Source: an optimization exercise on an open RTL-to-GDS flow (aim: small area). Production flows keep margins and buffers that such runs may drop.
Only simulation tests tie the RTL to the original design; equivalence was not proved.
Power figures rest on the tool's default switching activity, not on a simulated workload.

==> design.v <==
module battleship_top(
    input clk,
    input rst,
    input confirm,
    input btnReset,
    input [3:0] row,
    output [3:0] col,
    output [15:0] led,
    output [6:0] seg,
    output [3:0] an,
    output uart_tx
    );
    reg [16:0] sc;
    reg [1:0] cd;
    reg       wrapped;               
    wire sc_term = (sc == 17'h164F1);
    wire sc_lag  = (sc == 17'h6AA);
    always @(posedge clk) begin
        if (rst | sc_term) sc <= 17'h1;
        else               sc <= {~sc[15:0], sc[16] ^ sc[13]};
        wrapped <= ~rst & sc_term;
        if (rst)          cd <= 2'd0;
        else if (wrapped) cd <= {cd[0], ~cd[1]};    
    end
    reg [3:0] col_r;
    always @(*) begin
        case (cd)
            2'b00: col_r = 4'b0111; 2'b01: col_r = 4'b1011;
            2'b11: col_r = 4'b1101; default: col_r = 4'b1110;
        endcase
    end
    assign col = col_r;
    reg [3:0] key;                   
    reg [3:0] kold;                  
    reg [1:0] rsel;
    reg       rvalid;
    always @(*) begin
        rvalid = 1'b1;
        rsel = 2'd0;
        case (row)
            4'b0111: rsel = 2'd0;
            4'b1011: rsel = 2'd1;
            4'b1101: rsel = 2'd2;
            4'b1110: rsel = 2'd3;
            default: rvalid = 1'b0;
        endcase
    end
    reg [3:0] kcode;
    always @(*) begin
        case ({cd, rsel})
            4'b0000: kcode = 4'h1; 4'b0001: kcode = 4'h4; 4'b0010: kcode = 4'h7; 4'b0011: kcode = 4'h0;
            4'b0100: kcode = 4'h2; 4'b0101: kcode = 4'h5; 4'b0110: kcode = 4'h8; 4'b0111: kcode = 4'hF;
            4'b1100: kcode = 4'h3; 4'b1101: kcode = 4'h6; 4'b1110: kcode = 4'h9; 4'b1111: kcode = 4'hE;
            4'b1000: kcode = 4'hA; 4'b1001: kcode = 4'hB; 4'b1010: kcode = 4'hC; default: kcode = 4'hD;
        endcase
    end
    always @(posedge clk) begin
        if (rst)                    key <= 4'd0;
        else if (sc_lag & rvalid)   key <= kcode;
        kold <= rst ? 4'd0 : key;
    end
    reg [16:0] db;
    reg pulse;
    wire db_term = (db == 17'h5555);
    always @(posedge clk) begin
        if (rst | ~confirm) db <= 17'h15554;
        else if (db_term)   db <= 17'h15555;
        else                db <= {~db[15:0], db[16] ^ db[13]};
        pulse <= ~rst & db_term;
    end
    reg       fire;                  
    reg       player;
    reg [3:0] a0, a1, a2, b0, b1, b2;    
    reg [2:0] ax, bx;
    wire       over = fire & ((&ax) | (&bx));
    wire       sel = player ^ fire;              
    wire [3:0] t0 = sel ? b0 : a0;
    wire [3:0] t1 = sel ? b1 : a1;
    wire [3:0] t2 = sel ? b2 : a2;
    wire [2:0] tx = sel ? bx : ax;
    wire [2:0] eq = {t2 == key, t1 == key, t0 == key};
    wire       hit_x = |(eq & tx);               
    wire       any = |eq;                        
    wire       place = ~hit_x & ~tx[2];
    wire [2:0] xinc = {tx[1], tx[0], 1'b1};
    wire [2:0] wslot = btnReset ? xinc : (xinc & ~tx);
    wire       wr = pulse & ~fire & place;
    wire [2:0] wa = {3{wr & ~sel}} & wslot;
    wire [2:0] wb = {3{wr &  sel}} & wslot;
    wire [2:0] lowest = {eq[2] & ~eq[1] & ~eq[0], eq[1] & ~eq[0], eq[0]};
    wire       third = place & tx[1];                          
    wire       start = ~fire & third & player;                 
    wire       greset = over & btnReset;                       
    wire       clr_all = rst | (pulse & (start | greset));
    wire       upd = pulse & (fire ? (~over & ~hit_x) : (place | btnReset));
    wire [2:0] newx = fire ? (tx | lowest) : (place ? xinc : 3'd0);
    wire       ptog = pulse & (fire ? (~over & ~hit_x) : third);
    always @(posedge clk) begin
        if (wa[0]) a0 <= key;
        if (wa[1]) a1 <= key;
        if (wa[2]) a2 <= key;
        if (wb[0]) b0 <= key;
        if (wb[1]) b1 <= key;
        if (wb[2]) b2 <= key;
        if (clr_all)          ax <= 3'd0;
        else if (upd & ~sel)  ax <= newx;
        if (clr_all)          bx <= 3'd0;
        else if (upd &  sel)  bx <= newx;
        if (rst | (pulse & greset)) begin
            fire <= 1'b0; player <= 1'b0;
        end else begin
            if (pulse & start) fire <= 1'b1;
            if (ptog) player <= ~player;
        end
    end
    genvar gi;
    generate for (gi = 0; gi < 16; gi = gi + 1) begin : g_led
        assign led[gi] = over | (kold == gi) | (tx[0] & (t0 == gi))
                       | (tx[1] & (t1 == gi)) | (tx[2] & (t2 == gi));
    end endgenerate
    reg [16:0] sb;
    reg mclk, dig;
    wire sb_term = (sb == 17'h1361C);
    always @(posedge clk) begin
        if (rst | sb_term) sb <= 17'h1;
        else               sb <= {~sb[15:0], sb[16] ^ sb[13]};
        if (rst) begin mclk <= 1'b0; dig <= 1'b0; end
        else if (sb_term) begin mclk <= ~mclk; dig <= dig ^ ~mclk; end
    end
    wire [2:0] xd = dig ? ax : bx;
    reg  [6:0] seg_r;
    always @(*) begin
        case ({fire, xd})
            4'b0000, 4'b1111:                            seg_r = 7'b1000000;    
            4'b0001, 4'b0010, 4'b0100,
            4'b1011, 4'b1101, 4'b1110:                   seg_r = 7'b1111001;    
            4'b0011, 4'b0101, 4'b0110,
            4'b1001, 4'b1010, 4'b1100:                   seg_r = 7'b0100100;    
            default:                                     seg_r = 7'b0110000;    
        endcase
    end
    assign an = dig ? 4'b0111 : 4'b1110;
    assign seg = seg_r;
    localparam ST_LF = 3'd0, ST_P1 = 3'd7, ST_P2 = 3'd6, ST_D1 = 3'd2, ST_D2 = 3'd1,
               ST_COL = 3'd4, ST_HEX = 3'd3, ST_CR = 3'd5;
    reg [2:0] stage;
    reg [3:0] ph;
    reg [9:0] uc;
    reg [3:0] ssnap;
    wire uc_term = (uc == 10'h211);
    wire urun = ph[3] | (ph[1] ^ ph[0]);
    wire go = (stage != ST_LF) | pulse;        
    reg [3:0] ph_next;
    always @(*) begin
        case (ph)
            4'b0000: ph_next = 4'b0001;
            4'b0011: ph_next = go ? 4'b0000 : 4'b0011;
            4'b0001: ph_next = uc_term ? 4'b0010 : 4'b0001;
            4'b0010: ph_next = uc_term ? 4'b1000 : 4'b0010;
            4'b1111: ph_next = uc_term ? 4'b0011 : 4'b1111;
            default: ph_next = uc_term ? {1'b1, ph[2:0] + 3'd1} : ph;
        endcase
    end
    reg [2:0] stage_inc;
    always @(*) begin
        case (stage)
            ST_LF:  stage_inc = player ? ST_P2 : ST_P1;
            ST_P1:  stage_inc = ST_D1;
            ST_P2:  stage_inc = ST_D2;
            ST_D1:  stage_inc = ST_COL;
            ST_D2:  stage_inc = ST_COL;
            ST_COL: stage_inc = ST_HEX;
            ST_HEX: stage_inc = ST_CR;
            default: stage_inc = ST_LF;
        endcase
    end
    always @(posedge clk) begin
        if (~urun | uc_term) uc <= 10'h1;
        else                 uc <= {~uc[8:0], uc[9] ^ uc[6]};
        ph <= rst ? 4'b0011 : ph_next;
        if (rst)                       stage <= ST_LF;
        else if ((ph == 4'b0011) & go) stage <= stage_inc;
        if (pulse) ssnap <= key;
    end
    reg [7:0] tbyte;
    always @(*) begin
        case (stage)
            ST_P1, ST_P2: tbyte = "P";
            ST_D1: tbyte = "1";
            ST_D2: tbyte = "2";
            ST_COL: tbyte = ":";
            ST_HEX: case (ssnap)
                    4'hA: tbyte = "A"; 4'hB: tbyte = "B"; 4'hC: tbyte = "C";
                    4'hD: tbyte = "D"; 4'hE: tbyte = "E"; 4'hF: tbyte = "F";
                    default: tbyte = {4'h3, ssnap};
                  endcase
            ST_CR: tbyte = 8'd13;
            default: tbyte = 8'd10;
        endcase
    end
    assign uart_tx = ph[3] ? tbyte[ph[2:0]] : ~(ph == 4'b0010);
endmodule
==> flow/run.sh <==
#!/bin/bash
# Own layout flow: the standard flow (standard.sh) with three changes.
#  1. Synthesis runs the standard flow's own synthesis script, except that ABC maps with an
#     area-oriented script (flow/area.abc) and Yosys's full-adder extraction is off
#     (ADDER_MAP_FILE empty). Registers, their names and cell types are untouched.
#  2. Port buffers use the smallest buffer, sky130_fd_sc_hd__buf_1.
#  3. CTS uses clkbuf_4 buffers and inserts no dummy loads.
# Each tool's log is under orfs/logs/; make's own output goes to flow_make.log.
set -euo pipefail
W=$PWD
F=$W/flow
ORFS_SYNTH=$FLOW_HOME/scripts/synth.tcl

# synth_core.tcl: ORFS's synth.tcl, with the ABC script taken from MY_ABC_SCRIPT
sed 's|^  log_cmd abc {\*}\$abc_args$|  set abc_args [lreplace $abc_args 1 1 $::env(MY_ABC_SCRIPT)]\n  log_cmd abc {*}$abc_args|' \
    "$ORFS_SYNTH" > "$W/synth_core.tcl"
grep -q 'MY_ABC_SCRIPT' "$W/synth_core.tcl"
# my_synth.tcl: the standard flow's synthesis script, sourcing synth_core.tcl instead of synth.tcl
sed "s|source \$::env(SCRIPTS_DIR)/synth.tcl|source $W/synth_core.tcl|" "$W/synth_recipe.tcl" > "$W/my_synth.tcl"
grep -q 'synth_core.tcl' "$W/my_synth.tcl"

export MY_ABC_SCRIPT=$F/area.abc
bash "$W/standard.sh" \
    "SYNTH_SCRIPT=$W/my_synth.tcl" \
    "ADDER_MAP_FILE=" \
    "BUFFER_PORTS_ARGS=-buffer_cell sky130_fd_sc_hd__buf_1" \
    "CTS_ARGS=-sink_clustering_enable -repair_clock_nets -dont_use_dummy_load -buf_list sky130_fd_sc_hd__clkbuf_4" \
    finish > "$W/flow_make.log" 2>&1
==> flow/area.abc <==
&get -n
&st
&deepsyn -T 120
&dch -f
&nf -a -R 1000
&put
==> standard.sh <==
#!/bin/bash
# synth_recipe.tcl (not shown) runs the flow's synth.tcl, then flattens the netlist and writes it again
# the make line also repeats each setting of config.mk as NAME=value (left out here)
make -C /OpenROAD-flow-scripts/flow DESIGN_CONFIG=/design/flow/config.mk WORK_HOME=/design/flow/orfs CLKGATE_MAP_FILE= SYNTH_SCRIPT=/design/flow/synth_recipe.tcl "${@:-finish}"
==> config.mk <==
export PLATFORM = sky130hd
export DESIGN_NAME = battleship_top
export DESIGN_NICKNAME = battleship_top
export VERILOG_FILES = /design/flow/design.v
export SDC_FILE = /design/flow/constraint.sdc
export NUM_CORES = 4
export LEC_CHECK = 0
export CAP_MARGIN = 20
export CORE_MARGIN = 2
export CORE_UTILIZATION = 40
export SLEW_MARGIN = 20
==> constraint.sdc <==
create_clock -name core_clock -period 10.0 [get_ports {clk}]
set_input_delay 2.0000 -clock core_clock [delete_from_list [all_inputs] [get_ports {clk}]]
set_output_delay 2.0000 -clock core_clock [all_outputs]
set_load 0.01 [all_outputs]
==> results of run 1 <==
synth_stat cells, types with 3 or more instances:
cell type  count  area (um2)
nor4b_1        3       26.28
a22o_1         4       35.03
a221oi_1       9       78.83
nor3_1        12       60.06
nor2_1        89       334.1
clkinv_1      11       41.29
nand4_1        4       25.02
xor2_1        11       96.34
a22oi_1       17       127.6
nand2b_1       7       43.79
nand3_1       15       75.07
dfxtp_1       90        1802
a21oi_1       16       80.08
and2_0         6       37.54
a31oi_1        8       50.05
nor2b_1       20       125.1
buf_4          5       37.54
o21ai_0       20       100.1
nor4_1         3       18.77
nor3b_1        3       22.52
nand4b_1       6       52.55
o22ai_1        3       18.77
edfxtp_1      28       840.8
o21a_1         4       30.03
a211oi_1       3       22.52
mux2_1         5       56.30
mux2i_1       17       170.2
nand2_1       61       229.0
xnor2_1       16       140.1
stage by stage:
stage          hold WS (ns)  cells  instance area (um2)  setup slack, ns  power [W]
2_1_floorplan        0.3580    524                 4999            4.960  0.0006290
3_3_place_gp         0.3642    727                 5345            5.653  0.0006545
3_5_place_dp         0.3654    727                 5345            5.628  0.0006573
4_1_cts              0.3602    744                 5473            5.084  0.0008733
5_1_grt              0.3628    744                 5473            4.871  0.0009083
6_report             0.3709    744                 5473            5.086  0.0008623
sequential cells by signal, summed over array words and instances, names as in the netlist, 2 cells and up:
name,count
cd,2
a0,4
kold,4
ph,4
b2,4
sb,17
ax,3
db,17
key,4
b0,4
ssnap,4
uc,10
a2,4
stage,3
b1,4
bx,3
sc,17
a1,4
kinds of logic (layout without fill, tap and decap cells):
kind of cell,after synthesis,in the layout,synth area share
other,2,3,0.001504
multiplexers,22,22,0.04534
XOR/XNOR,27,27,0.04734
AO/OA/AOI/OAI,101,101,0.1373
buffers and inverters,16,68,0.01578
AND/OR/NAND/NOR,237,237,0.2237
flip-flops,118,118,0.5291
power by group through the flow:
| stage | registers [W] | clock network, W | logic (W) |
|---|---|---|---|
| finish | 0.000548 | 0.000216 | 0.0000987 |
| global route | 0.000551 | 0.000243 | 0.000113 |
| CTS | 0.000547 | 0.000226 | 0.0000995 |
| detailed placement | 0.000558 | 0 | 0.0000994 |
| global placement | 0.000557 | 0 | 0.0000974 |
| floorplan | 0.000550 | 0 | 0.0000791 |
worst max-delay path, delay by kind of cell (launching register included):
kind	cells	cell delay [ns]
DFF	1	0.60
buffers and inverters	2	0.48
and+or+nand+nor	2	0.61
xor gates and xnor gates	1	0.16
AOI/OAI and AO/OA	1	0.20
muxes	1	0.38
worst paths after layout:
path	cells after the start	endpoint	slack, ns
worst max-delay path	7	led[7]	5.09
worst min-delay path	1	db[16]	0.37
worst max register to register	12	bx[2]	6.34
worst min register to register	1	db[16]	0.37
per-layer routing:
layer  track usage  up-vias  wire [um]
li1              -     1982          -
met1        0.2106     1869       4809
met2        0.2698      115       5025
met3       0.04864       17        598
met4       0.05794        0        186
met5             0        -          0
cell usage in the layout, fill, tap and decap left out, types with 7 or more instances in the layout:
cell	instances
dfxtp_1	90
buf_1	36
nand2b_1	7
nor2b_1	20
nand3_1	15
a221oi_1	9
a22oi_1	17
mux2i_1	17
xor2_1	10
edfxtp_1	28
o21ai_0	20
clkbuf_4	17
nor3_1	12
xnor2_1	16
a21oi_1	16
nand2_1	61
a31oi_1	8
clkinv_1	11
nor2_1	89
layout make-up:
cell class / count / area, um2
Tap cell: 168 / 210.2
Sequential cell: 118 / 2643
Inverter: 11 / 41.29
Timing Repair Buffer: 40 / 165.2
Clock buffer: 17 / 127.6
Multi-Input combinational cell: 390 / 2286
Fill cell: 1258 / 6639
==> flow_summary.ini, run 1 <==
[status]
status = complete, no violations

[clock_network]
ctsResizeCount = 0
cts.path.max_buffers = 2
htree_levels = 4
cts_root_buffer = clkbuf_4
cts_setup_buffers = 0
clock_latency_ns = 0.50
clkSinkCount = 118
tritoncts = done
cts_made_buffers = 17
hold_buffers = 0
clkSlewWorstSetupHoldPaths_ns = 0.11

[floorplanning]
pin_count = 40
dieHeight_um = 115.7
rows = 40
start_util = 0.4124
coreArea_um2 = 12110
die_x_um = 115.7
die_area_um2 = 13400

[final_layout]
post-route-util = 0.4519
area_growth_pct = 9.569
fin_nets = 586
layout-drive-gt1-share = 0.03819
diodes = 0

[logic_synthesis]
syn_inst = 523
yosysUniqueCellTypes = 50
ys_warn_count = 1
synthArstFlopShare = 0
netlist_area_um2 = 4995
synth_edf_count = 28
synth-seq-cells = 118
synth-main-ff-cell = dfxtp_1
syn_area_per_cell_um2 = 9.550
yosysSeqAreaShare = 0.5291

[pwr]
p_sw_w = 0.0002241
sw_frac_of_total = 0.2599
leakage_nw = 1.932
intPower_w = 0.0006381
power.density_nw_per_um2 = 157.6
ir_drop_uv = 96.19
seq_power_share = 0.635
share_comb_of_total_power = 0.114
power_frac_clock = 0.250

[global_routing]
grt_max_degree = 24
grt_pass1_vias = 3726
antenna_found_initial = 0
grt_usage = 0.1654
grt_pass1_wl_mm = 17.49
grt.overflow.total = 0

[critical_path]
cp_max_fo = 22
critical_path_class = register to primary output
path_cells = xor2_2, buf_4, mux2_1, nor3_1, a22oi_1, nand3_1, buf_1
cp.required_ns = 8.00
cp-start-kind = register
timing.rr.start = fire
cp-startpoint = fire
critPathMaxStageDelay_ns = 0.60
arrival_ns = 2.91
worstSetupEndpointType = primary output
cp_slowest_cell = dfxtp_1

[route]
postRouteAntennaNets = 0
wl_per_cell_um = 14.27
routed_via_density = 5.353
drcViolationCount = 0
dr.pass1.iters = 6
drt_wl_total_mm = 10.62
vias = 3983
drt_iter0_markers = 305

[sta]
setup_tns_ns = 0
setup_viol = 0
finClkSkew_ns = 0.04641
finalCriticalPeriod_ns = 4.914
period_share = 0.4914
relSlewSlack = 0.5431
worst_pin_slew_ns = 0.6812
max_freq_mhz = 203.5
drv_slew = 0
hold_violations = 0
rsz0062_at_grt = no

[place]
gp_congestion = 0.9750
io_buffers = 36
hpwl_mm = 7.751

[job]
cap_violations = 0

[worst_hold_path]
hp-start = db[15]
hold_class = register to register
==> inputs of run 2 (changes only) <==
--- a/design.v
+++ b/design.v
@@ -14,8 +14,8 @@
     reg [1:0] cd;
     reg       wrapped;               
-    wire sc_term = (sc == 17'h164F1);
-    wire sc_lag  = (sc == 17'h6AA);
-    always @(posedge clk) begin
-        if (rst | sc_term) sc <= 17'h1;
+    wire sc_term = (sc == 17'h1299C);
+    wire sc_lag  = (sc == 17'h1699C);
+    always @(posedge clk) begin
+        if (rst | sc_term) sc <= 17'h35DA;
         else               sc <= {~sc[15:0], sc[16] ^ sc[13]};
         wrapped <= ~rst & sc_term;
==> flow/area.abc (replaced) <==
&get -n
&st
&deepsyn -T 120
&nf -a -p -R 1000
&put
==> flow_summary.ini, run 2 <==
[pwr]
power.density_nw_per_um2 = 156.8
ir_drop_uv = 72.63
leakage_nw = 1.802
fin_total_pwr_w = 0.0008519

[place]
post_dp_cell_area_um2 = 5295
hpwl_mm = 7.981
gp_congestion = 0.9039
io_buffers = 36
preCtsSetupSlack_ns = 5.029

[critical_path]
critPathMaxStageDelay_ns = 0.66
path_cells = xor2_4, mux2i_1, a21oi_1, and2_0, a221oi_1, o21ai_0, buf_1
crit_family = flip-flops
critical_path_class = register to primary output
cp_max_fo = 22
arrival_ns = 3.19
timing.rr.start = fire
cp-startpoint = fire
worstSetupEndpointType = primary output
cp-start-kind = register
worst-path-buf-inv = 1
cp_slowest_cell = dfxtp_1
cp.required_ns = 8.00

[sta]
finClkSkew_ns = 0.04255
relSlewSlack = 0.3802
setup_viol = 0
rsz0062_at_grt = no
hold-worst-slack_ns = 0.3557
setup_tns_ns = 0
period_share = 0.5187
max_freq_mhz = 192.8
drv_slew = 0
worst_pin_slew_ns = 0.9063
layout_setup_ws_ns = 4.813
hold_violations = 0
finalCriticalPeriod_ns = 5.187

[global_routing]
grt_pass1_vias = 3797
grt_usage = 0.1732
grt_max_degree = 31
grt.overflow.total = 0
antenna_found_initial = 0
grt_pass1_wl_mm = 17.92

[logic_synthesis]
synth-main-ff-cell = dfxtp_1
ys_warn_count = 1
yosysUniqueCellTypes = 47
synth_edf_count = 28
synthArstFlopShare = 0
synth_top_area_frac = 0.3637
synth-seq-cells = 118
syn_area_per_cell_um2 = 9.618
yosysTopAreaCell = dfxtp_1
netlist_area_um2 = 4954
syn_inst = 515
ys_top_cells_by_area = dfxtp_1 (36%), edfxtp_1 (17%), nor2_1 (6.3%)
synth.most_common_cell = dfxtp_1
synthTopCellsByCount = dfxtp_1 (90), nor2_1 (83), nand2_1 (49), o21ai_0 (29), edfxtp_1 (28)
yosysSeqAreaShare = 0.5335

[clock_network]
clkSinkCount = 118
tritoncts = done
hold_buffers = 0
clkSlewWorstSetupHoldPaths_ns = 0.10
cts_made_buffers = 17
clock_latency_ns = 0.51
cts.path.max_buffers = 2
cts_setup_buffers = 0
ctsResizeCount = 0
cts_root_buffer = clkbuf_4
htree_levels = 4

[floorplanning]
pin_count = 40
coreArea_um2 = 12060
dieHeight_um = 115.3
rows = 40
die_x_um = 115.3
start_util = 0.4107
die_area_um2 = 13290

[route]
wl_per_cell_um = 14.64
vias = 3976
drcViolationCount = 0
postRouteAntennaNets = 0
routed_via_density = 5.410
drt_iter0_markers = 241
drt_wl_total_mm = 10.76
dr.pass1.iters = 6

[worst_hold_path]
hold_class = register to register
hp-start = sc[9]

[final_layout]
mostFrequentLayoutCells = dfxtp_1 (90), nor2_1 (83), nand2_1 (49)
fin_area_um2 = 5434
fin_nets = 577
layout-drive-gt1-share = 0.03704
area_growth_pct = 9.699
largestRegisters = db x17, sb x17, sc x17
diodes = 0
final_common_cell = dfxtp_1

[status]
status = complete, no violations

[job]
cap_violations = 0
run 2: changes by cell type after synthesis, sizes merged, moves of 5 or more:
cell / change
a21oi: +11
a22oi: -10
nand2: -12
nand2b: +7
nand3: -6
nor2: -6
nor3: -5
o21ai: +9
o221ai: +7
xor2: -6
run 2: metal layers:
layer / share of wire / GRT usage / vias up / wire length, um
met2: 0.46 / 0.2800 / 97 / 4996
met1: 0.47 / 0.2233 / 1905 / 5054
met4: 0.011 / 0.05944 / 0 / 118
met5: 0 / 0 / - / 0
met3: 0.055 / 0.04955 / 14 / 594
li1: - / - / 1960 / -
run 2: report_power, final:
part / switching (W) / internal (W) / total (W)
registers: 0.0000289 / 0.000518 / 0.000546
clock network: 0.000136 / 0.0000774 / 0.000214
logic: 0.0000526 / 0.0000393 / 0.0000919
total: 0.000218 / 0.000634 / 0.000852
run 2: cells by family (layout without fill, tap and decap cells):
group,Yosys count,after routing,synth area share
simple gates,229,229,0.2296
flops,118,118,0.5335
compound gates,113,113,0.1498
xor+xnor,22,22,0.03890
buf+inv,16,67,0.01591
mux,15,15,0.03081
other cells,2,3,0.001516
run 2: area by class of cell:
cell class              count  area, um2
inverters                  11      41.29
well taps                 168      210.2
multi-input cells         382       2255
clock buffers              17      127.6
repair buffers             39      157.7
fillers                  1178       6628
flip-flops and latches    118       2643
run 2: path summary, 6_finish.rpt:
check,end,slack (ns),cells past startpoint
min reg2reg,sc[10],0.36,1
max,led[8],4.81,7
min,sc[10],0.36,1
max reg2reg,a1[1],5.88,8
run 2: per-stage QoR:
stage	util	instances
after floorplan	-	516
after global placement	0.4390	718
after detailed placement	0.4390	718
after CTS	0.4496	735
after global routing	0.4505	735
final	0.4505	735
==> inputs of run 3 (changes only) <==
--- a/design.v
+++ b/design.v
@@ -31,6 +31,7 @@
     end
     assign col = col_r;
-    reg [3:0] key;                   
-    reg [3:0] kold;                  
+    reg [3:0] kold;
+    reg [1:0] rs;                    
+    reg       rv;                    
     reg [1:0] rsel;
     reg       rvalid;
@@ -48,5 +49,5 @@
     reg [3:0] kcode;
     always @(*) begin
-        case ({cd, rsel})
+        case ({cd, rs})
             4'b0000: kcode = 4'h1; 4'b0001: kcode = 4'h4; 4'b0010: kcode = 4'h7; 4'b0011: kcode = 4'h0;
             4'b0100: kcode = 4'h2; 4'b0101: kcode = 4'h5; 4'b0110: kcode = 4'h8; 4'b0111: kcode = 4'hF;
@@ -56,8 +57,10 @@
     end
     always @(posedge clk) begin
-        if (rst)                    key <= 4'd0;
-        else if (sc_lag & rvalid)   key <= kcode;
-        kold <= rst ? 4'd0 : key;
-    end
+        rv <= ~rst & sc_lag & rvalid;
+        rs <= rsel;
+        if (rst)      kold <= 4'd0;
+        else if (rv)  kold <= kcode;
+    end
+    wire [3:0] key = rv ? kcode : kold;      
     reg [16:0] db;
     reg pulse;
==> flow_summary.ini, run 3 <==
[critical_path]
worstSetupEndpointType = primary output
cp.required_ns = 8.00
cp-start-kind = register
arrival_ns = 3.25
cp_max_fo = 22
timing.rr.start = fire
cp-startpoint = fire
critical_path_class = register to primary output

[route]
postRouteAntennaNets = 0
drcViolationCount = 0
vias = 3963
drt_wl_total_mm = 10.87
dr.pass1.iters = 5
wl_per_cell_um = 14.59
drt_iter0_markers = 312
routed_via_density = 5.319

[sta]
finalCriticalPeriod_ns = 5.245
setup_tns_ns = 0
drv_slew = 0
max_freq_mhz = 190.6
period_share = 0.5245
finClkSkew_ns = 0.03849
hold_violations = 0
worst_pin_slew_ns = 0.8940
layout_setup_ws_ns = 4.755
relSlewSlack = 0.3977
hold-worst-slack_ns = 0.3782
setup_viol = 0
rsz0062_at_grt = no

[floorplanning]
pin_count = 40
die_area_um2 = 13360
start_util = 0.4128
die_x_um = 115.6
coreArea_um2 = 12060
rows = 40
dieHeight_um = 115.6

[logic_synthesis]
netlist_area_um2 = 4979
yosysSeqAreaShare = 0.5268
synth.most_common_cell = dfxtp_1
synth-seq-cells = 117
ys_warn_count = 1
syn_inst = 524
synth_top_area_frac = 0.3579
synth-main-ff-cell = dfxtp_1
yosysUniqueCellTypes = 53
ys_top_cells_by_area = dfxtp_1 (36%), edfxtp_1 (17%), nor2_1 (6.3%)
yosysTopAreaCell = dfxtp_1
syn_area_per_cell_um2 = 9.501
synthArstFlopShare = 0
synth_edf_count = 28
synthTopCellsByCount = dfxtp_1 (89), nor2_1 (84), nand2_1 (61), edfxtp_1 (28), clkinv_1 (24)

[clock_network]
cts.path.max_buffers = 2
clkSinkCount = 117
hold_buffers = 0
cts_made_buffers = 17
clkSlewWorstSetupHoldPaths_ns = 0.10
clock_latency_ns = 0.47
cts_root_buffer = clkbuf_4
htree_levels = 4
tritoncts = done
ctsResizeCount = 0
cts_setup_buffers = 0

[global_routing]
grt_pass1_vias = 3772
grt.overflow.total = 0
antenna_found_initial = 1
use_met2 = 0.2877
grt_pass1_wl_mm = 17.97
grt_max_degree = 30
gr-usage-met3 = 0.04079
top_usage_layer = met2
grtUsageMet1 = 0.2086
grt_usage = 0.1711

[place]
io_buffers = 36
gp_congestion = 0.9461
preCtsSetupSlack_ns = 5.322
hpwl_mm = 8.098

[final_layout]
mostFrequentLayoutCells = dfxtp_1 (89), nor2_1 (84), nand2_1 (61)
area_growth_pct = 9.475
largestRegisters = db x17, sb x17, sc x17
fin_nets = 586
post-route-util = 0.4519
layout-drive-gt1-share = 0.03646
final_common_cell = dfxtp_1

[status]
status = complete, no violations

[worst_hold_path]
hp-start = sc[2]
hold_class = register to register

[pwr]
ir_drop_uv = 67.40
power.density_nw_per_um2 = 161.1
leakage_nw = 1.838

[job]
cap_violations = 0
## run 3: cell types whose count changed in the layout (fill, tap and decap cells not counted), moves of 6 or more
cell	change
a21oi_1	-10
clkinv_1	+13
nand2_1	+12
nor2b_1	-10
o2111ai_1	+6
o21ai_0	-17
o22ai_1	+8
xnor2_1	-7
xor2_1	+9
## run 3: stage by stage
stage | area, um2 | total power [W] | cells
final | 5450 | 0.0008780 | 745
after global routing | 5450 | 0.0009338 | 745
after CTS | 5448 | 0.0008899 | 744
after detailed placement | 5320 | 0.0006802 | 727
after global placement | 5320 | 0.0006763 | 727
after floorplan | 4982 | 0.0006479 | 525
## run 3: metal layers
layer  vias up  wire length (um)
met5         -                 0
met3        23               482
li1       1981                 -
met1      1847              4927
met4         0               295
met2       112              5163
## run 3: final timing paths
kind	slack [ns]	depth (start not counted)	to
hold / removal	0.38	1	sc[3]
setup / recovery	4.75	8	led[6]
setup reg to reg	6.13	9	b1[1]
hold reg to reg	0.38	1	sc[3]
## run 3: report_power, final
part           internal, W  total (W)  leakage, nW  switching (W)
Combinational    0.0000525   0.000121        0.774      0.0000680
Sequential        0.000516   0.000549        0.986      0.0000328
Clock            0.0000776   0.000208       0.0782       0.000131
## run 3: kinds of logic (layout without fill, tap and decap cells)
group                  Yosys count  in the layout  synth area share
flip-flops                     117            117            0.5268
buffers and inverters           29             80           0.02564
other                            2              4          0.001508
AND/OR/NAND/NOR                241            241            0.2367
XOR/XNOR                        24             24           0.04222
AO/OA/AOI/OAI                   97             97            0.1390
multiplexers                    14             14           0.02815
## run 3: critical path: stages (launching register included)
cell,delay (ns)
dfxtp_1,0.62
xor2_2,0.16
buf_4,0.29
mux2i_1,0.46
nor3b_1,0.67
nand2_1,0.10
o311ai_0,0.12
a221o_1,0.18
buf_1,0.16
## run 3: area by class of cell
class	instances	area (um2)
multi-input combinational	379	2240
sequential	117	2623
fill	1217	6611
clock buffer	17	127.6
tap	168	210.2
antenna	1	2.502
timing repair buffer	39	157.7
inverter	24	90.09
==> inputs of run 4 (changes only) <==
--- a/design.v
+++ b/design.v
@@ -152,15 +152,17 @@
     reg [3:0] ssnap;
     wire uc_term = (uc == 10'h211);
-    wire urun = ph[3] | (ph[1] ^ ph[0]);
+    wire urun = ~((ph == 4'b0011) | (ph == 4'b0010));
     wire go = (stage != ST_LF) | pulse;        
     reg [3:0] ph_next;
     always @(*) begin
         case (ph)
-            4'b0000: ph_next = 4'b0001;
-            4'b0011: ph_next = go ? 4'b0000 : 4'b0011;
-            4'b0001: ph_next = uc_term ? 4'b0010 : 4'b0001;
-            4'b0010: ph_next = uc_term ? 4'b1000 : 4'b0010;
-            4'b1111: ph_next = uc_term ? 4'b0011 : 4'b1111;
-            default: ph_next = uc_term ? {1'b1, ph[2:0] + 3'd1} : ph;
+            4'b0011: ph_next = 4'b0100;
+            4'b0010: ph_next = go ? 4'b0011 : 4'b0010;
+            4'b0100: ph_next = uc_term ? 4'b0000 : 4'b0100;
+            4'b0000: ph_next = uc_term ? 4'b1000 : 4'b0000;
+            4'b1111: ph_next = uc_term ? 4'b0010 : 4'b1111;
+            4'b1000, 4'b1001, 4'b1010, 4'b1011, 4'b1100, 4'b1101, 4'b1110:
+                     ph_next = uc_term ? {1'b1, ph[2:0] + 3'd1} : ph;
+            default: ph_next = 4'b0010;
         endcase
     end
@@ -181,7 +183,7 @@
         if (~urun | uc_term) uc <= 10'h1;
         else                 uc <= {~uc[8:0], uc[9] ^ uc[6]};
-        ph <= rst ? 4'b0011 : ph_next;
+        ph <= rst ? 4'b0010 : ph_next;
         if (rst)                       stage <= ST_LF;
-        else if ((ph == 4'b0011) & go) stage <= stage_inc;
+        else if ((ph == 4'b0010) & go) stage <= stage_inc;
         if (pulse) ssnap <= key;
     end
@@ -202,4 +204,4 @@
         endcase
     end
-    assign uart_tx = ph[3] ? tbyte[ph[2:0]] : ~(ph == 4'b0010);
+    assign uart_tx = ph[3] ? tbyte[ph[2:0]] : ~(ph == 4'b0000);
 endmodule
==> flow_summary.ini, run 4 <==
[pwr]
fin_total_pwr_w = 0.0008643
power.density_nw_per_um2 = 158.8
ir_drop_uv = 90.81
leakage_nw = 1.831

[floorplanning]
die_area_um2 = 13320
coreArea_um2 = 12060
rows = 40
start_util = 0.4115
die_x_um = 115.4
dieHeight_um = 115.4
pin_count = 40

[logic_synthesis]
synthArstFlopShare = 0
synth_top_area_frac = 0.3590
syn_inst = 524
yosysTopAreaCell = dfxtp_1
synth-xor-area-share = 0.03353
ys_top_cells_by_area = dfxtp_1 (36%), edfxtp_1 (17%), nor2_1 (6.4%)
synthAdderAreaFrac = 0
yosys.area_share.simple = 0.2422
synth_top_family_by_area = simple AND/OR/NAND/NOR gates
synth-main-ff-cell = dfxtp_1
ys_warn_count = 1
yosysSeqAreaShare = 0.5284
syn_area_per_cell_um2 = 9.472
synth.most_common_cell = dfxtp_1
synthTopCellsByCount = dfxtp_1 (89), nor2_1 (85), nand2_1 (67), edfxtp_1 (28), o21ai_0 (22)
synth-seq-cells = 117
synth-compound-area-share = 0.1402
netlist_area_um2 = 4964
synth_edf_count = 28
synth.mux.area_fraction = 0.03680
yosysUniqueCellTypes = 49

[status]
status = complete, no violations

[clock_network]
ctsResizeCount = 0
cts_setup_buffers = 0
clkSlewWorstSetupHoldPaths_ns = 0.10
htree_levels = 4
cts_made_buffers = 17
clock_latency_ns = 0.50
tritoncts = done
cts_root_buffer = clkbuf_4
hold_buffers = 0
clkSinkCount = 117
cts.path.max_buffers = 2

[critical_path]
cp.required_ns = 8.00
worstSetupEndpointType = primary output
cp_slowest_cell = dfxtp_1
timing.rr.start = fire
critical_path_class = register to primary output
cp_max_fo = 14
arrival_ns = 3.53
critPathMaxStageDelay_ns = 0.65
cp-startpoint = fire
path_cells = xor2_2, buf_6, mux2i_1, nor3b_1, a22oi_1, o2111ai_1, buf_1
crit_family = flip-flops
worst-path-buf-inv = 2
cp-start-kind = register

[place]
gp_congestion = 0.9419
placed_cells = 728
post_dp_cell_area_um2 = 5316
hpwl_mm = 8.266
io_buffers = 36

[final_layout]
final_common_cell = dfxtp_1
register_area_um2 = 2623
fillCellCount = 1187
layout-drive-gt1-share = 0.03813
diodes = 0
fin_nets = 587
fin_area_um2 = 5444
post-route-util = 0.4513
area_growth_pct = 9.680
mostFrequentLayoutCells = dfxtp_1 (89), nor2_1 (85), nand2_1 (67)
largestRegisters = db x17, sb x17, sc x17
final_cells = 745
multiInputGateArea_um2 = 2266

[global_routing]
grt.overflow.total = 0
grt_pass1_vias = 3874
grt_max_degree = 31
antenna_found_initial = 0
grt_pass1_wl_mm = 18.27
grt_usage = 0.1753

[route]
wl_per_cell_um = 14.93
drcViolationCount = 0
drt_iter0_markers = 341
postRouteAntennaNets = 0
vias = 3977
dr.pass1.iters = 5
routed_via_density = 5.338
drt_wl_total_mm = 11.12

[sta]
hold_violations = 0
setup_viol = 0
rsz0062_at_grt = no
max_freq_mhz = 181.0
finClkSkew_ns = 0.04676
setup_tns_ns = 0
worst_pin_slew_ns = 0.8548
finalCriticalPeriod_ns = 5.526
drv_slew = 0
period_share = 0.5526
relSlewSlack = 0.4154

[worst_hold_path]
hold_class = register to register
hp-start = db[8]

[job]
cap_violations = 0
-- run 4: through the flow --
stage	hold slack [ns]	setup WS [ns]
2_1_floorplan	0.3534	4.959
3_3_place_gp	0.3599	4.815
3_5_place_dp	0.3676	5.102
4_1_cts	0.3874	4.475
5_1_grt	0.3864	4.223
6_report	0.3821	4.474
-- run 4: cells by family (layout without fill, tap and decap cells) --
group                  after synthesis  in the layout
other                                2              3
flip-flops                         117            117
XOR/XNOR                            19             19
multiplexers                        18             18
buffers and inverters               18             70
AO/OA/AOI/OAI                      102            102
AND/OR/NAND/NOR                    248            248
-- run 4: cell type report --
cell class	instances	area share
Clock buffer	17	0.02344
Inverter	13	0.008963
Multi-Input combinational cell	390	0.4162
Sequential cell	117	0.4817
Tap cell	168	0.03861
Timing Repair Buffer	40	0.03103
-- run 4: path summary, 6_finish.rpt --
kind | to | slack (ns) | cells after the start
worst max-delay path | led[6] | 4.47 | 7
worst min-delay path | db[9] | 0.38 | 1
worst max register to register | ax[1] | 5.69 | 15
worst min register to register | db[9] | 0.38 | 1
-- run 4: routing by layer --
layer | up-vias | GRT usage | wire length, um
met3 | 20 | 0.04797 | 502
met5 | - | 0 | 0
met4 | 0 | 0.07711 | 221
li1 | 1998 | - | -
met1 | 1870 | 0.2132 | 5042
met2 | 89 | 0.2912 | 5357
-- run 4: power by group --
| part | switching (W) | leakage [nW] | internal [W] |
|---|---|---|---|
| clock network | 0.000135 | 0.0782 | 0.0000774 |
| logic | 0.0000583 | 0.767 | 0.0000428 |
| registers | 0.0000329 | 0.986 | 0.000518 |
| total | 0.000226 | 1.83 | 0.000638 |
==> inputs of run 5 (changes only) <==
==> flow/run.sh (replaced) <==
#!/bin/bash
# Own layout flow: the standard flow (standard.sh) with three changes.
#  1. Synthesis runs the standard flow's own synthesis script, except that the ABC step maps the logic
#     with each of three area-oriented scripts (flow/area1.abc, area2.abc, area3.abc) and
#     keeps the smallest result (flow/best_abc.tcl), and Yosys's full-adder extraction is
#     off (ADDER_MAP_FILE empty). Registers, their names and cell types are untouched:
#     flip-flops are mapped before ABC.
#  2. Port buffers use the smallest buffer, sky130_fd_sc_hd__buf_1.
#  3. CTS uses clkbuf_4 buffers and inserts no dummy loads.
# Each tool's log is under orfs/logs/; make's own output goes to flow_make.log.
set -euo pipefail
W=$PWD
F=$W/flow
ORFS_SYNTH=$FLOW_HOME/scripts/synth.tcl

# synth_core.tcl: ORFS's synth.tcl, with its ABC call replaced by best_abc
sed 's|^  log_cmd abc {\*}\$abc_args$|  best_abc $abc_args|' "$ORFS_SYNTH" > "$W/synth_core.tcl"
grep -q 'best_abc \$abc_args' "$W/synth_core.tcl"
# my_synth.tcl: the standard flow's synthesis script, sourcing synth_core.tcl instead of synth.tcl
{
  echo "source $F/best_abc.tcl"
  sed "s|source \$::env(SCRIPTS_DIR)/synth.tcl|source $W/synth_core.tcl|" "$W/synth_recipe.tcl"
} > "$W/my_synth.tcl"
grep -q 'synth_core.tcl' "$W/my_synth.tcl"

export MY_ABC_SCRIPTS="$F/area1.abc $F/area2.abc $F/area3.abc"
bash "$W/standard.sh" \
    "SYNTH_SCRIPT=$W/my_synth.tcl" \
    "ADDER_MAP_FILE=" \
    "BUFFER_PORTS_ARGS=-buffer_cell sky130_fd_sc_hd__buf_1" \
    "CTS_ARGS=-sink_clustering_enable -repair_clock_nets -dont_use_dummy_load -buf_list sky130_fd_sc_hd__clkbuf_4" \
    finish > "$W/flow_make.log" 2>&1
==> flow/area1.abc (new file) <==
&get -n
&st
&deepsyn -T 120
&nf -a -p -R 1000
&put
==> flow/area2.abc (new file) <==
&get -n
&st
&deepsyn -T 120
&dch -f
&nf -a -R 1000
&put
==> flow/area3.abc (new file) <==
&get -n
&st
&syn2
&dch -f
&nf -a -R 1000
&put
==> flow/best_abc.tcl (new file) <==
# best_abc: map with ABC once per script in MY_ABC_SCRIPTS (space separated) and keep the
# netlist with the smallest cell area. Only the combinational mapping differs between the
# tries; the flip-flops are mapped before ABC and are the same in all of them.
proc best_abc { abc_args } {
  set scripts [regexp -all -inline {\S+} $::env(MY_ABC_SCRIPTS)]
  design -save best_abc_pre
  set best -1
  set bests ""
  set i 0
  foreach s $scripts {
    if { $i > 0 } { design -load best_abc_pre }
    log_cmd abc {*}[lreplace $abc_args 1 1 $s]
    set st [tee -q -s result.string stat {*}$::lib_args]
    if { ![regexp {Chip area for module[^:]*:\s*([0-9.]+)} $st -> area] } {
      error "best_abc: no area after $s"
    }
    puts "best_abc: $s gives $area"
    if { $best < 0 || $area < $best } {
      set best $area
      set bests $s
      design -save best_abc_best
    }
    incr i
  }
  design -load best_abc_best
  puts "best_abc: kept $bests ($best)"
}
removed: flow/area.abc
==> flow_summary.ini, run 5 <==
[logic_synthesis]
yosysUniqueCellTypes = 48
ys_warn_count = 1
synth.most_common_cell = nor2_1
yosysSeqAreaShare = 0.5329
synthArstFlopShare = 0
ys_top_cells_by_area = dfxtp_1 (36%), edfxtp_1 (17%), nor2_1 (7.5%)
synth-seq-cells = 117
yosysTopAreaCell = dfxtp_1
synth_edf_count = 28
syn_inst = 524
synthTopCellsByCount = nor2_1 (98), dfxtp_1 (89), nand2_1 (66), edfxtp_1 (28), o21ai_0 (20)
synth_top_area_frac = 0.3621
syn_area_per_cell_um2 = 9.391
synth-main-ff-cell = dfxtp_1
netlist_area_um2 = 4921

[critical_path]
timing.rr.start = fire
reg2reg_slack_ns = 6.39
r2r-end = bx[0]
cp_slowest_cell = dfxtp_1
worstSetupEndpointType = primary output
crit_family = buffers and inverters
path_cells = xor2_2, buf_4, mux2i_1, clkinv_1, nor3_1, a221oi_1, nand2_1, buf_1
worst-path-buf-inv = 3
critPathMaxStageDelay_ns = 0.52
cp-start-kind = register
cp_max_fo = 21
critical_path_class = register to primary output
cp-startpoint = fire
reg2reg_depth = 16
cp.required_ns = 8.00
arrival_ns = 2.91

[worst_hold_path]
hold_class = register to register
hold_path_end = db[10]
hold_depth = 1
hp-start = db[9]

[floorplanning]
coreArea_um2 = 12010
die_area_um2 = 13210
rows = 40
dieHeight_um = 114.9
start_util = 0.4097
die_x_um = 114.9
pin_count = 40

[global_routing]
grt_pass1_vias = 3715
antenna_found_initial = 0
grt.overflow.total = 0
grt_pass1_wl_mm = 17.57
grt_max_degree = 28
grt_usage = 0.1682

[sta]
period_share = 0.4914
hold_violations = 0
setup_viol = 0
rsz0062_at_grt = no
layout_setup_ws_ns = 5.086
finalCriticalPeriod_ns = 4.914
setup_tns_ns = 0
relSlewSlack = 0.4075
finClkSkew_ns = 0.02739
drv_slew = 0
worst_pin_slew_ns = 0.8794
max_freq_mhz = 203.5

[clock_network]
clkSlewWorstSetupHoldPaths_ns = 0.09
htree_levels = 4
cts_made_buffers = 17
tritoncts = done
cts.path.max_buffers = 2
clkSinkCount = 117
clock_latency_ns = 0.48
hold_buffers = 0
ctsResizeCount = 0
cts_setup_buffers = 0
cts_root_buffer = clkbuf_4

[route]
routed_via_density = 5.377
wl_per_cell_um = 14.48
drt_iter0_markers = 232
drt_wl_total_mm = 10.50
postRouteAntennaNets = 0
dr.pass1.iters = 4
drcViolationCount = 0
vias = 3898

[pwr]
ir_drop_uv = 62.65
leakage_nw = 1.886
power.density_nw_per_um2 = 161.3

[place]
io_buffers = 36
hpwl_mm = 7.735
gp_congestion = 0.9075
preCtsSetupSlack_ns = 5.596

[final_layout]
fillCellCount = 1198
mostFrequentLayoutCells = nor2_1 (98), dfxtp_1 (89), nand2_1 (66)
area_growth_pct = 9.306
largestRegisters = db x17, sb x17, sc x17
fin_nets = 588
diodes = 0
layout-drive-gt1-share = 0.03979
final_common_cell = nor2_1

[job]
cap_violations = 0

[status]
status = complete, no violations
-- run 5: area by class of cell --
class | count | area, um2 | area share
flip-flops and latches | 117 | 2623 | 0.4876
multi-input cells | 392 | 2231 | 0.4147
well taps | 147 | 183.9 | 0.03419
repair buffers | 41 | 172.7 | 0.03210
clock buffers | 17 | 127.6 | 0.02373
inverters | 11 | 41.29 | 0.007676
-- run 5: through the flow --
step,hold slack (ns),instance area [um2],util,cells,total power (W)
3_5_place_dp,0.3649,5251,0.4372,708,0.0006642
2_1_floorplan,0.3528,4925,-,525,0.0006360
5_1_grt,0.3893,5379,0.4478,725,0.0009231
6_report,0.3781,5379,0.4478,725,0.0008678
3_3_place_gp,0.3592,5251,0.4372,708,0.0006609
4_1_cts,0.3764,5379,0.4478,725,0.0008787
-- run 5: worst max-delay path by stage --
| stage | to | slack, ns | cells past startpoint |
|---|---|---|---|
| floorplan | led[4] | 5.06 | 6 |
| global placement | led[6] | 5.64 | 8 |
| detailed placement | led[6] | 5.60 | 8 |
| CTS | led[6] | 5.03 | 8 |
| global route | led[3] | 4.79 | 9 |
| finish | led[6] | 5.09 | 8 |
-- run 5: logic make-up (layout without fill, tap and decap cells) --
logic type,Yosys count,after routing,synth area share
other,2,3,0.001526
muxes,19,19,0.03966
xor gates and xnor gates,21,21,0.03738
DFF,117,117,0.5329
and+or+nand+nor,248,248,0.2357
AOI/OAI and AO/OA,101,101,0.1368
buffers and inverters,16,69,0.01602
-- run 5: layer usage --
metal	wire (um)	track usage	up-vias
li1	-	-	1976
met1	5080	0.2172	1812
met2	4720	0.2639	91
met3	514	0.04744	19
met4	186	0.07390	0
met5	0	0	-
-- run 5: worst register-to-register path, cell delays in order (launching register included) --
cell	delay, ns
dfxtp_1	0.52
xor2_2	0.15
buf_4	0.31
mux2i_1	0.48
nand2_1	0.09
o21ai_0	0.08
a21oi_1	0.06
o2111ai_1	0.22
o22a_1	0.24
nand2_1	0.12
clkinv_1	0.09
nand4_1	0.16
nor2_1	0.51
or2_0	0.23
nor2_1	0.09
nand2_1	0.06
o21ai_0	0.07
-- run 5: power breakdown --
group	switching, W	internal (W)
sequential	0.0000317	0.000512
combinational	0.0000600	0.0000496
clock	0.000137	0.0000776
total	0.000229	0.000639
==> inputs of run 6 (changes only) <==
--- a/flow/run.sh
+++ b/flow/run.sh
@@ -2,5 +2,6 @@
 # Own layout flow: the standard flow (standard.sh) with three changes.
 #  1. Synthesis runs the standard flow's own synthesis script, except that the ABC step maps the logic
-#     with each of three area-oriented scripts (flow/area1.abc, area2.abc, area3.abc) and
+#     with each of five area-oriented scripts (flow/area1.abc ... area5.abc: AIG
+#     optimisation by &deepsyn with three random seeds or by &syn2, then &nf mapping) and
 #     keeps the smallest result (flow/best_abc.tcl), and Yosys's full-adder extraction is
 #     off (ADDER_MAP_FILE empty). Registers, their names and cell types are untouched:
@@ -24,5 +25,5 @@
 grep -q 'synth_core.tcl' "$W/my_synth.tcl"
 
-export MY_ABC_SCRIPTS="$F/area1.abc $F/area2.abc $F/area3.abc"
+export MY_ABC_SCRIPTS="$F/area1.abc $F/area2.abc $F/area3.abc $F/area4.abc $F/area5.abc"
 bash "$W/standard.sh" \
     "SYNTH_SCRIPT=$W/my_synth.tcl" \
==> flow/area1.abc (replaced) <==
&get -n
&st
&deepsyn -T 240
&nf -a -p -R 1000
&put
==> flow/area4.abc (new file) <==
&get -n
&st
&deepsyn -T 120 -S 1
&nf -a -p -R 1000
&put
==> flow/area5.abc (new file) <==
&get -n
&st
&deepsyn -T 120 -S 2
&nf -a -p -R 1000
&put
==> flow_summary.ini, run 6 <==
[global_routing]
grt_pass1_wl_mm = 17.57
grt_pass1_vias = 3715
antenna_found_initial = 0
grt_usage = 0.1682
grt_max_degree = 28
grt.overflow.total = 0

[final_layout]
diodes = 0
multiInputGateArea_um2 = 2231
fillCellCount = 1198
layout-drive-gt1-share = 0.03979
register_area_um2 = 2623
final_cells = 725
final_common_cell = nor2_1
fin_nets = 588
mostFrequentLayoutCells = nor2_1 (98), dfxtp_1 (89), nand2_1 (66)
area_growth_pct = 9.306
largestRegisters = db x17, sb x17, sc x17

[route]
drt_iter0_markers = 232
dr.pass1.iters = 4
vias = 3898
drcViolationCount = 0
routed_via_density = 5.377
drt_wl_total_mm = 10.50
postRouteAntennaNets = 0
wl_per_cell_um = 14.48

[critical_path]
cp_max_fo = 21
worstSetupEndpointType = primary output
cp-start-kind = register
arrival_ns = 2.91
cp.required_ns = 8.00
critical_path_class = register to primary output

[sta]
rsz0062_at_grt = no
layout_setup_ws_ns = 5.086
hold_violations = 0
setup_tns_ns = 0
finalCriticalPeriod_ns = 4.914
max_freq_mhz = 203.5
relSlewSlack = 0.4075
drv_slew = 0
worst_pin_slew_ns = 0.8794
setup_viol = 0
finClkSkew_ns = 0.02739
period_share = 0.4914

[clock_network]
clkSinkCount = 117
cts_setup_buffers = 0
cts.path.max_buffers = 2
htree_levels = 4
cts_root_buffer = clkbuf_4
hold_buffers = 0
ctsResizeCount = 0
clkSlewWorstSetupHoldPaths_ns = 0.09
clock_latency_ns = 0.48
cts_made_buffers = 17
tritoncts = done

[logic_synthesis]
yosysSeqAreaShare = 0.5329
ys_top_cells_by_area = dfxtp_1 (36%), edfxtp_1 (17%), nor2_1 (7.5%)
yosysUniqueCellTypes = 48
synthTopCellsByCount = nor2_1 (98), dfxtp_1 (89), nand2_1 (66), edfxtp_1 (28), o21ai_0 (20)
yosysTopAreaCell = dfxtp_1
ys_warn_count = 1
synth-main-ff-cell = dfxtp_1
netlist_area_um2 = 4921
synth-seq-cells = 117
synth_top_area_frac = 0.3621
synth_edf_count = 28
synthArstFlopShare = 0
synth.most_common_cell = nor2_1
syn_inst = 524
syn_area_per_cell_um2 = 9.391

[pwr]
ir_drop_uv = 62.65
power.density_nw_per_um2 = 161.3
leakage_nw = 1.886

[floorplanning]
die_area_um2 = 13210
die_x_um = 114.9
start_util = 0.4097
coreArea_um2 = 12010
dieHeight_um = 114.9
rows = 40
pin_count = 40

[status]
status = complete, no violations

[place]
placed_cells = 708
hpwl_mm = 7.735
gp_congestion = 0.9075
io_buffers = 36
preCtsSetupSlack_ns = 5.596

[worst_hold_path]
hold_class = register to register

[job]
cap_violations = 0
[run 6: path summary, 6_finish.rpt]
path         slack, ns  startpoint  endpoint  depth (start not counted)
min reg2reg       0.38       db[9]    db[10]                          1
max               5.09        fire    led[6]                          8
min               0.38       db[9]    db[10]                          1
max reg2reg       6.39        fire     bx[0]                         16
[run 6: power by group]
group | switching [W] | total (W) | internal, W
logic | 0.0000600 | 0.000110 | 0.0000496
clock network | 0.000137 | 0.000215 | 0.0000776
registers | 0.0000317 | 0.000544 | 0.000512
total | 0.000229 | 0.000868 | 0.000639
[run 6: area by class of cell]
cell class,count,area share
Sequential cell,117,0.4876
Inverter,11,0.007676
Tap cell,147,0.03419
Clock buffer,17,0.02373
Timing Repair Buffer,41,0.03210
Multi-Input combinational cell,392,0.4147
[run 6: per-stage QoR]
stage                     hold WS, ns  total power [W]  cell area [um2]  utilization
after floorplan                0.3528        0.0006360             4925            -
after global placement         0.3592        0.0006609             5251       0.4372
after detailed placement       0.3649        0.0006642             5251       0.4372
after CTS                      0.3764        0.0008787             5379       0.4478
after global routing           0.3893        0.0009231             5379       0.4478
final                          0.3781        0.0008678             5379       0.4478
[run 6: kinds of logic (layout without fill, tap and decap cells)]
logic type	Yosys count	count (layout)	share of synthesized area
and+or+nand+nor	248	248	0.2357
DFF	117	117	0.5329
AOI/OAI and AO/OA	101	101	0.1368
xor gates and xnor gates	21	21	0.03738
muxes	19	19	0.03966
buffers and inverters	16	69	0.01602
other	2	3	0.001526
[run 6: per-layer routing]
| metal | GRT usage | vias to the layer above | routed length, um |
|---|---|---|---|
| li1 | - | 1976 | - |
| met1 | 0.2172 | 1812 | 5080 |
| met2 | 0.2639 | 91 | 4720 |
| met3 | 0.04744 | 19 | 514 |
| met4 | 0.07390 | 0 | 186 |
| met5 | 0 | - | 0 |
[run 6: worst max-delay path, cell delays in order (launching register included)]
cell and delay (ns):
dfxtp_1 0.52, xor2_2 0.15, buf_4 0.31, mux2i_1 0.43, clkinv_1 0.16, nor3_1 0.43, a221oi_1 0.19, nand2_1 0.08
buf_1 0.15

-- port drivers added, routing unchanged --
Ports are ideal in the flow. The routed layouts listed here were re-timed in OpenROAD. Step 1 (the two cells are an assumption about what drives the block):
set clk [get_ports {clk}]
set_driving_cell -lib_cell sky130_fd_sc_hd__clkbuf_16 $clk
set_driving_cell -lib_cell sky130_fd_sc_hd__buf_2 [delete_from_list [all_inputs] $clk]
Step 2 adds t to the input delays and takes it off the output delays; t is the mean of the earliest and latest rising clock arrival at the registers after step 1. Input paths then give back, and output paths get back, about the clock's delay inside the block. Slacks: no drivers / after step 1 / after step 2; pairs: no drivers / after step 1.
run	t (ns)	setup WS [ns]	worst register clock-pin slew, ns	worst data-port slew with drivers (ns)	pins driven straight from the clock port
run 1	0.506	5.086 / 5.056 / 5.562	0.11 / 0.11	0.03	1
run 2	0.520	4.813 / 4.780 / 5.300	0.11 / 0.11	0.03	1
run 3	0.485	4.755 / 4.726 / 5.211	0.10 / 0.10	0.03	1
run 4	0.512	4.474 / 4.441 / 4.954	0.10 / 0.10	0.03	1
run 5	0.509	5.086 / 5.052 / 5.561	0.10 / 0.10	0.03	1
run 6	0.509	5.086 / 5.052 / 5.561	0.10 / 0.10	0.03	1
After both steps every run listed still meets setup and hold.
